Context: an optimization exercise on an open-source flow, tuned for small area, a short achievable clock period and few clock cycles. The choices shown serve that exercise and are no tape-out recipe.
Only simulation tests tie the RTL to the original design; equivalence was not proved.
The flow treats the clock pin as an ideal source, which a real chip does not have.
Power and IR drop assume default switching activity.

// FinalCPU
module FinalCPU(
	output	wire	[31:0]	imem_addr,
	output	wire			wb_valid,
	output	wire	[4:0]	wb_addr,
	output	wire	[31:0]	wb_data,
	input	wire	[31:0]	imem_data,
	input	wire			rst,
	input	wire			clk
);
make LEC_CHECK=0 ABC_CLOCK_PERIOD_IN_PS=3000 CAP_MARGIN=20 CORE_MARGIN=2 CORE_UTILIZATION=60 SETUP_SLACK_MARGIN=5 SLEW_MARGIN=20 finish   # period 8.0 ns
run.sh (not shown) runs the stock make flow with config.mk's settings and CLKGATE_MAP_FILE= SYNTH_SCRIPT=/design/flow/synth_recipe.tcl, a recipe that flattens the netlist after the stock synthesis.
The baseline died in 5_1_grt (GRT-0232).
Testbench counts at the start, summed over its fixed seeds: cycles 4,616.
==> next run, changes <==
ABC_CLOCK_PERIOD_IN_PS = default   (was 3000)
CORE_UTILIZATION = 40   (was 60)
SETUP_SLACK_MARGIN = default   (was 5)
Effect:
- The new run went through all stages and came out clean
- area after synthesis does not change
- synthesized cell count stays the same

========
Setup of run 1:
FinalCPU, a different RTL version from the one above (not shown whole).
Size: roughly 6500 cells after synthesis, ~2200 flip-flops, roughly 100 I/O pins.
clock: 8.0 ns
lec_check: 0
cap_margin: 20
core_margin: 2
core_utilization: 55
cts_cluster_diameter: 100
cts_cluster_size: 30
setup_slack_margin: 5
slew_margin: 20
synth_hierarchical: 1
synth_minimum_keep_size: 0
tns_end_percent: 0
Testbench counts of run 1, summed over its fixed seeds: cycles 4,608.
### run 1 -> run 2
# run 1
export LEC_CHECK = 0
export CAP_MARGIN = 20
export CORE_MARGIN = 2
export CORE_UTILIZATION = 55
export CTS_CLUSTER_DIAMETER = 100
export CTS_CLUSTER_SIZE = 30
export SETUP_SLACK_MARGIN = 5
export SLEW_MARGIN = 20
export SYNTH_HIERARCHICAL = 1
export SYNTH_MINIMUM_KEEP_SIZE = 0
export TNS_END_PERCENT = 0
create_clock -name core_clock -period 8.0 [get_ports {clk}]
# run 2
export LEC_CHECK = 0
export CAP_MARGIN = 20
export CORE_MARGIN = 2
export CORE_UTILIZATION = 45
export SETUP_SLACK_MARGIN = 5
export SLEW_MARGIN = 20
export SYNTH_HIERARCHICAL = 1
export SYNTH_MINIMUM_KEEP_SIZE = 0
export TNS_END_PERCENT = 0
create_clock -name core_clock -period 8.0 [get_ports {clk}]
==> flow/flow/run.sh (new file) <==
#!/bin/bash
# Layout flow: the standard flow, with one extra step before floorplanning
# (flow/downsize.tcl, run by ORFS's PRE_FLOORPLAN_TCL hook) that returns each
# combinational cell to its smallest size; timing repair then upsizes where
# needed. Each step's full output goes to a log file here.
set -euo pipefail
W=$(pwd)
bash standard.sh synth > synth.log 2>&1
bash standard.sh floorplan PRE_FLOORPLAN_TCL="$W/flow/downsize.tcl" > floorplan.log 2>&1
bash standard.sh finish > layout.log 2>&1
test -f out/final.def
==> flow/flow/downsize.tcl (new file) <==
# Swap each combinational cell (not buffers, inverters or flip-flops) for the
# smallest-area cell of the same function and footprint family. Synthesis maps
# the small gate modules of this design one at a time and sizes each for an
# assumed load; the timing repair that follows upsizes where timing needs it.
set swapped 0
set saved 0.0
foreach inst [get_cells *] {
  set lc [get_lib_cells -of_objects $inst]
  set name [get_name $lc]
  if {![regexp {^sky130_fd_sc_hd__([a-z0-9]+)_([0-9]+)$} $name -> base drive]} { continue }
  if {[regexp {^(df|edf|sdf|dl|sdl|buf|inv|clk|conb|tap|fill|decap|dly|probe|lpflow|ebuf|einv|bufinv|bufbuf|macro|diode)} $base]} { continue }
  set best $lc
  set best_area [get_property $lc area]
  foreach cand [get_lib_cells sky130_fd_sc_hd__${base}_*] {
    if {![regexp "^sky130_fd_sc_hd__${base}_\[0-9\]+\$" [get_name $cand]]} { continue }
    if {[get_property $cand dont_use]} { continue }
    set a [get_property $cand area]
    if {$a < $best_area} { set best $cand; set best_area $a }
  }
  if {$best ne $lc} {
    set saved [expr {$saved + [get_property $lc area] - $best_area}]
    replace_cell $inst $best
    incr swapped
  }
}
puts "downsize: swapped $swapped cells, saved [format %.1f $saved] um2"
==> flow/standard.sh (new file) <==
#!/bin/bash
# synth_recipe.tcl (not shown) runs the flow's synth.tcl, then flattens the netlist and writes it again
# the make line also repeats each setting of config.mk as NAME=value (left out here)
make -C /OpenROAD-flow-scripts/flow DESIGN_CONFIG=/design/flow/config.mk WORK_HOME=/design/flow/orfs CLKGATE_MAP_FILE= SYNTH_SCRIPT=/design/flow/synth_recipe.tcl "${@:-finish}"
removed: flow/run.sh
==> comparison <==
Relative to run 1, the count of clock-buffer cells in the layout of run 2 is higher by 83%.
Looking at classification of the worst setup path, the reg -> reg result is from run 1; the in -> reg one comes from run 2.
Run 2 ended up with imem_data[16] as its launch point of the critical path; run 1 ended up with w_data[8].
Peak per-stage delay on the critical path: run 2 < run 1
Finished layout cell area: run 2 lower than run 1
Die area (lower): run 1
The setup slack of run 2 is larger than that of run 1.
Critical path data required time for run 2: 0.03 ns up relative to run 1
In summary, run 2 completed successfully, with a layout that passed the timing, DRC and antenna checks.
Against run 1, via count of the first global-routing pass in run 2 rose by a few percent.
Relative to run 1, power has increased by 4700 uW in run 2.
The routed wire length of run 2 is lower than that of run 1.
Input-level comparison between run 3 and run 2:
# run 2
export LEC_CHECK = 0
export CAP_MARGIN = 20
export CORE_MARGIN = 2
export CORE_UTILIZATION = 45
export SETUP_SLACK_MARGIN = 5
export SLEW_MARGIN = 20
export SYNTH_HIERARCHICAL = 1
export SYNTH_MINIMUM_KEEP_SIZE = 0
export TNS_END_PERCENT = 0
create_clock -name core_clock -period 8.0 [get_ports {clk}]
# run 3
export LEC_CHECK = 0
export CAP_MARGIN = 20
export CORE_MARGIN = 2
export CORE_UTILIZATION = 55
export CTS_CLUSTER_DIAMETER = 80
export CTS_CLUSTER_SIZE = 24
export SETUP_SLACK_MARGIN = 5
export SLEW_MARGIN = 20
export SYNTH_HIERARCHICAL = 1
export SYNTH_MINIMUM_KEEP_SIZE = 0
export TNS_END_PERCENT = 0
create_clock -name core_clock -period 8.0 [get_ports {clk}]
Findings:
- From run 2 to run 3 the numbers moved as follows: total non-filler cell area in the finished layout decreased by 5.1% relative to the old numbers, placed standard-cell area now smaller, cell count lower, post-detailed-placement half-perimeter wirelength roughly the same.
- Run 3 | stages: all done | timing, DRC, antenna: all pass
- Run 2 consumes more power than run 3.
- Changes observed in run 3 relative to run 2: portion of total power attributed to combinational logic has increased, final cell utilization of the core has increased.
- [compare] base=run 2 new=run 3: timing-limited maximum frequency went up about 0.4%, final clock period utilization by the worst path now sits lower.

========
run A:
Another version of the RTL of FinalCPU (not shown whole).
Size in the first run: ~6300 cells after synthesis, ~100 I/O pins, roughly 95000 µm² of cells after synthesis.
export LEC_CHECK = 0
export CAP_MARGIN = 20
export CORE_MARGIN = 2
export CORE_UTILIZATION = 52
export CTS_CLUSTER_DIAMETER = 80
export CTS_CLUSTER_SIZE = 24
export SETUP_SLACK_MARGIN = 5
export SLEW_MARGIN = 60
export SYNTH_HIERARCHICAL = 1
export SYNTH_MINIMUM_KEEP_SIZE = 0
export TNS_END_PERCENT = 0
create_clock -name core_clock -period 8.0 [get_ports {clk}]
standard.sh (not shown) runs the stock make flow with config.mk's settings and CLKGATE_MAP_FILE= SYNTH_SCRIPT=/design/flow/synth_recipe.tcl, a recipe that flattens the netlist after the stock synthesis.
==> flow/flow/run.sh <==
#!/bin/bash
# Layout flow: the standard flow with three extra steps, run through
# ORFS's step hooks:
#  - before floorplanning (flow/downsize.tcl): each combinational cell goes
#    back to its smallest size; timing repair then upsizes where needed;
#  - before clock-tree synthesis (flow/io_buffers.tcl): the port buffers get a
#    plain buffer cell;
#  - at the end of global routing (flow/post_grt.tcl): a second timing repair
#    of all endpoints within 0.15 ns of the worst.
# Each step's full output goes to a log file here.
set -euo pipefail
W=$(pwd)
bash standard.sh synth > synth.log 2>&1
bash standard.sh floorplan PRE_FLOORPLAN_TCL="$W/flow/downsize.tcl" > floorplan.log 2>&1
bash standard.sh place > place.log 2>&1
bash standard.sh cts PRE_CTS_TCL="$W/flow/io_buffers.tcl" > cts.log 2>&1
bash standard.sh grt POST_GLOBAL_ROUTE_TCL="$W/flow/post_grt.tcl" > grt.log 2>&1
bash standard.sh finish > layout.log 2>&1
test -f out/final.def
Other scripts of this flow, unchanged in this note and not shown: flow/flow/downsize.tcl, flow/flow/io_buffers.tcl, flow/flow/post_grt.tcl
Testbench counts of run A, summed over its fixed seeds: cycles 4,616.
The following lists how run B was set up differently from run A:
- SLEW_MARGIN now 65, was 60
- CORE_UTILIZATION now 45, was 52
Results
- The lower worst setup slack after layout came out of run A.
- Antenna diode count: run B and run A compared, lower one is run B
- When the final numbers for run B and run A were put side by side, the tap cell count turned out to be smaller in run A.
diff inputs: run B => run C
- CORE_UTILIZATION now 55, was 45
- SLEW_MARGIN now 75, was 65
Notes after the runs:
Run C ran to completion and came out clean on the timing, DRC and antenna checks.
Largest incremental delay on the critical path in run C is 40 ps lower than in run B
Going from run B to run C, die area has decreased, total of clock buffers placed in the layout has increased, switching portion of total power has remained practically unchanged, row count has decreased.
For run D, these inputs were changed with respect to run C:
- SLEW_MARGIN now 60, was 75
- CORE_UTILIZATION now 45, was 55
## What came out
The timing endpoint of the critical path comes out w_data[3]$_DFF_P_ in one run and w_data[7]$_DFF_P_ in the other, namely in run D and run C respectively.
Run D ends up with a maximum frequency that is 0.0061 GHz higher than in run C.
Run D vs run C, top layer used by detailed routing: met5 vs met4
On post-place setup slack, run D does worse than run C.
Compared with run C, run D shows a lower all-layer global routing usage.
Changes observed in run D relative to run C: max-slew headroom at the worst pin decreased by 10 points relative to the old numbers, met1 usage -9.0 points, total of buffers placed on input and output ports about even, via count of the first global-routing pass has decreased, power share of the clock group saw an increase.
Input changes introduced in run E (baseline for comparison: run D):
- a change of SLEW_MARGIN from 60 to 55
- a change of CORE_UTILIZATION from 45 to 50
==> comparison <==
- Re estimated wirelength of the detail-placed design: run E and run D aren't equal, and the lower value belongs to run E.
- Run E: number of tap instances is 310 lower than what run D reported.
- Run D leaves less setup margin than run E.
- Of run E and run D, the run reporting the lower wire length per cell after detailed routing was run D.
- The shortest clock period the worst path allows after layout of run E is lower than that of run D.
- Diff run D -> run E | final estimated routing congestion in global placement | down slightly
- In the flow results for run E and run D, the global routing usage on met2 is smaller on run D.
- Delta (run E minus run D): combinational share of power saw a decrease, number of diodes saw a decrease, post-detailed-placement cell area saw a decrease, global-route usage saw an increase.

## separate check: timing with driven ports
How much do the figures lean on ideal ports? The routed layouts below were timed once more, with nothing changed but the port constraints. Step 1 sets driving cells, clkbuf_16 on the clock port and buf_2 on the other inputs (assumed; they add their load-dependent delay and slew). Step 2 adds t to the input delays and takes it off the output delays; t is the mean of the earliest and latest rising clock arrival at the registers after step 1. Input paths then give back, and output paths get back, about the clock's delay inside the block. a / b / c = ideal / step 1 / step 2; a / b = the first two.
| run | t, ns | setup slack, ns | worst slew at a driven data input, ns |
|---|---|---|---|
| the second run of note 1 | 0.988 | 1.719 / 1.719 / 1.719 | 0.08 |
| run 1 | 0.875 | 4.531 / 4.531 / 3.731 | 0.19 |
| run 2 | 0.949 | 4.553 / 4.503 / 3.555 | 0.21 |
| run 3 | 0.905 | 4.566 / 4.566 / 3.785 | 0.17 |
| run A | 0.907 | 4.690 / 4.690 / 4.690 | 0.06 |
| run B | 0.915 | 4.819 / 4.816 / 4.800 | 0.09 |
| run C | 0.904 | 4.721 / 4.721 / 4.721 | 0.11 |
| run D | 0.925 | 4.784 / 4.784 / 4.765 | 0.08 |
| run E | 0.923 | 4.797 / 4.780 / 4.473 | 0.06 |
After both steps setup and hold are still met in every run listed. The setup slack of run 2, which loses most, moves by -0.050 ns with the drivers and by -0.998 ns with both steps.
